From an optimization exercise on the open Yosys and OpenROAD flow, aimed at small area and a short achievable clock period; shortcuts taken in it are not production practice. The RTL was checked by simulation tests, not by an equivalence proof against the original design.

## v6
## cordic
module cordic # (parameter DATA_WIDTH = 16) (
    input                       clk,
    input                       rst_n,
    input                       start,
    input  [2:0]                mode,
    input  [3:0]                shift,
    input  [DATA_WIDTH*2 - 1 : 0] opa,
    input  [DATA_WIDTH*2 - 1 : 0] opb,
    output logic [DATA_WIDTH*2 - 1 : 0] data_o
);
==> module cordic_rot2, before the edit <==
module cordic_rot2 #(parameter K = 1) (
    input  logic signed [18:0] x, y,
    input  logic [15:0] z,
    input  logic vec,
    output logic [53:0] r
);
    localparam [159:0] ATAN = {
        16'd20, 16'd40, 16'd81, 16'd162, 16'd325,
        16'd651, 16'd1297, 16'd2555, 16'd4836, 16'd8192
    };
    function automatic [53:0] urot(input logic signed [18:0] x, input logic signed [18:0] y,
                                   input logic [15:0] z, input logic vec, input integer k);
        logic neg;
        logic signed [18:0] xn, yn, xs, ys;
        logic [15:0] zn;
        neg = vec ? y[18] : ~z[15];
        ys = y >>> k;
        xs = x >>> k;
        xn = x + (ys ^ {19{neg}}) + {18'd0, neg};
        yn = y + (xs ^ {19{~neg}}) + {18'd0, ~neg};
        zn = z + (ATAN[16*k +: 16] ^ {16{neg}}) + {15'd0, neg};
        urot = {xn, yn, zn};
    endfunction
    logic [53:0] ra;
    assign ra = urot(x, y, z, vec, K);
    assign r = urot(ra[53:35], ra[34:16], ra[15:0], vec, K + 1);
endmodule
==> module cordic_rot78, before the edit <==
module cordic_rot78 #(parameter K = 7) (
    input  logic signed [18:0] x, y,
    input  logic [15:0] z,
    input  logic vec,
    input  logic [7:0] w,
    output logic [53:0] r,
    output logic [7:0] bneg, bone, btwo
);
    logic [15:0] kval;
    lut l1 (.index(w), .value(kval));
    always_comb begin : p_booth
        logic [16:0] kk;
        logic b2, b1, b0;
        kk = {1'b0, kval};
        for (int j = 0; j < 8; j++) begin
            b2 = kk[2*j+1];
            b1 = kk[2*j];
            b0 = (j == 0) ? 1'b0 : kk[2*j-1];
            bneg[j] = b2 & ~(b1 & b0);
            bone[j] = b1 ^ b0;
            btwo[j] = (b2 & ~b1 & ~b0) | (~b2 & b1 & b0);
        end
    end
    localparam [159:0] ATAN = {
        16'd20, 16'd40, 16'd81, 16'd162, 16'd325,
        16'd651, 16'd1297, 16'd2555, 16'd4836, 16'd8192
    };
    function automatic [53:0] urot(input logic signed [18:0] x, input logic signed [18:0] y,
                                   input logic [15:0] z, input logic vec, input integer k);
        logic neg;
        logic signed [18:0] xn, yn, xs, ys;
        logic [15:0] zn;
        neg = vec ? y[18] : ~z[15];
        ys = y >>> k;
        xs = x >>> k;
        xn = x + (ys ^ {19{neg}}) + {18'd0, neg};
        yn = y + (xs ^ {19{~neg}}) + {18'd0, ~neg};
        zn = z + (ATAN[16*k +: 16] ^ {16{neg}}) + {15'd0, neg};
        urot = {xn, yn, zn};
    endfunction
    logic [53:0] ra;
    assign ra = urot(x, y, z, vec, K);
    assign r = urot(ra[53:35], ra[34:16], ra[15:0], vec, K + 1);
endmodule
clock: 13.0 ns
lec_check: 0
cap_margin: 20
core_margin: 2
core_utilization: 40
place_density: 0.6
slew_margin: 20
synth_hierarchical: 1
synth_minimum_keep_size: 1000
standard.sh (not shown) runs the stock make flow with config.mk's settings and CLKGATE_MAP_FILE= SYNTH_SCRIPT=/design/flow/synth_recipe.tcl, a recipe that flattens the netlist after the stock synthesis.
==> flow/flow/run.sh <==
#!/bin/bash
# Layout with the standard flow (standard synthesis, floorplan, placement, CTS, routing);
# the only change is a larger setup margin for the resizer's repair_timing, so that it keeps
# improving the slowest paths past the point where they just meet the clock period.
set -euo pipefail
bash standard.sh SETUP_SLACK_MARGIN=6 finish > standard_flow.log 2>&1
--- input diff v6..v7 ---
-- flow/design.v --
<<< v6, line 477
                                   input logic [15:0] z, input logic vec, input integer k);
        logic neg;
        logic signed [18:0] xn, yn, xs, ys;
        logic [15:0] zn;
        neg = vec ? y[18] : ~z[15];
        ys = y >>> k;
        xs = x >>> k;
        xn = x + (ys ^ {19{neg}}) + {18'd0, neg};
        yn = y + (xs ^ {19{~neg}}) + {18'd0, ~neg};
        zn = z + (ATAN[16*k +: 16] ^ {16{neg}}) + {15'd0, neg};
        urot = {xn, yn, zn};
    endfunction
>>> v7, line 477
                                   input logic [15:0] z, input logic vec, input integer k);
        logic neg;
        logic signed [18:0] xn, yn;
        logic [15:0] zn;
        neg = vec ? y[18] : ~z[15];
        if (neg) begin
            xn = x - (y >>> k);
            yn = y + (x >>> k);
            zn = z - ATAN[16*k +: 16];
        end else begin
            xn = x + (y >>> k);
            yn = y - (x >>> k);
            zn = z + ATAN[16*k +: 16];
        end
        urot = {xn, yn, zn};
    endfunction
<<< v6, line 521
                                   input logic [15:0] z, input logic vec, input integer k);
        logic neg;
        logic signed [18:0] xn, yn, xs, ys;
        logic [15:0] zn;
        neg = vec ? y[18] : ~z[15];
        ys = y >>> k;
        xs = x >>> k;
        xn = x + (ys ^ {19{neg}}) + {18'd0, neg};
        yn = y + (xs ^ {19{~neg}}) + {18'd0, ~neg};
        zn = z + (ATAN[16*k +: 16] ^ {16{neg}}) + {15'd0, neg};
        urot = {xn, yn, zn};
    endfunction
>>> v7, line 525
                                   input logic [15:0] z, input logic vec, input integer k);
        logic neg;
        logic signed [18:0] xn, yn;
        logic [15:0] zn;
        neg = vec ? y[18] : ~z[15];
        if (neg) begin
            xn = x - (y >>> k);
            yn = y + (x >>> k);
            zn = z - ATAN[16*k +: 16];
        end else begin
            xn = x + (y >>> k);
            yn = y - (x >>> k);
            zn = z + ATAN[16*k +: 16];
        end
        urot = {xn, yn, zn};
    endfunction
==> comparison <==
Library cell contributing the largest single delay on the critical path = sky130_fd_sc_hd__fa_1: v7; library cell contributing the largest single delay on the critical path = sky130_fd_sc_hd__or4_1: v6. On final-layout clock-cell area share, v6 and v7 are neck and neck. Largest net degree at the start of global routing: v7 < v6. Taking v6 as the reference point, the count of buffer and inverter cells on the critical path of v7 rises by 1. Delta(layout net count, v7 - v6) > 0. Core utilization: higher on v7. v7 vs v6: multi-input combinational gate total up in v7. Going from v6 to v7, wire length grows by 1.0%.

separate check: timing with driven ports:
In the flow no input, the clock included, has a driving cell. The finished layouts below were timed again as built, in two steps.
Step 1: set_driving_cell puts a clkbuf_16 on clk and a buf_2 on each other input, an assumption about the parent block.
Step 2 times the ports against the registers' clock, not the clock port: input delays grow and output delays shrink by t, the midpoint of the rising clock arrivals with the driver on.
Slacks: no drivers / after step 1 / after step 2; pairs: no drivers / after step 1.
run	shift t [ns]	setup slack, ns	worst hold slack (ns)	worst setup path after step 2	pins driven straight from the clock port
v6	0.770	6.116 / 6.036 / 6.019	0.417 / 0.417 / 0.417	input to register	1
v7	0.772	6.171 / 6.115 / 6.098	0.416 / 0.416 / 0.416	input to register	1
After both steps every run listed still meets setup and hold. For v6, which loses most, drivers alone change the setup slack by -0.080 ns; drivers and shift together by -0.097 ns.
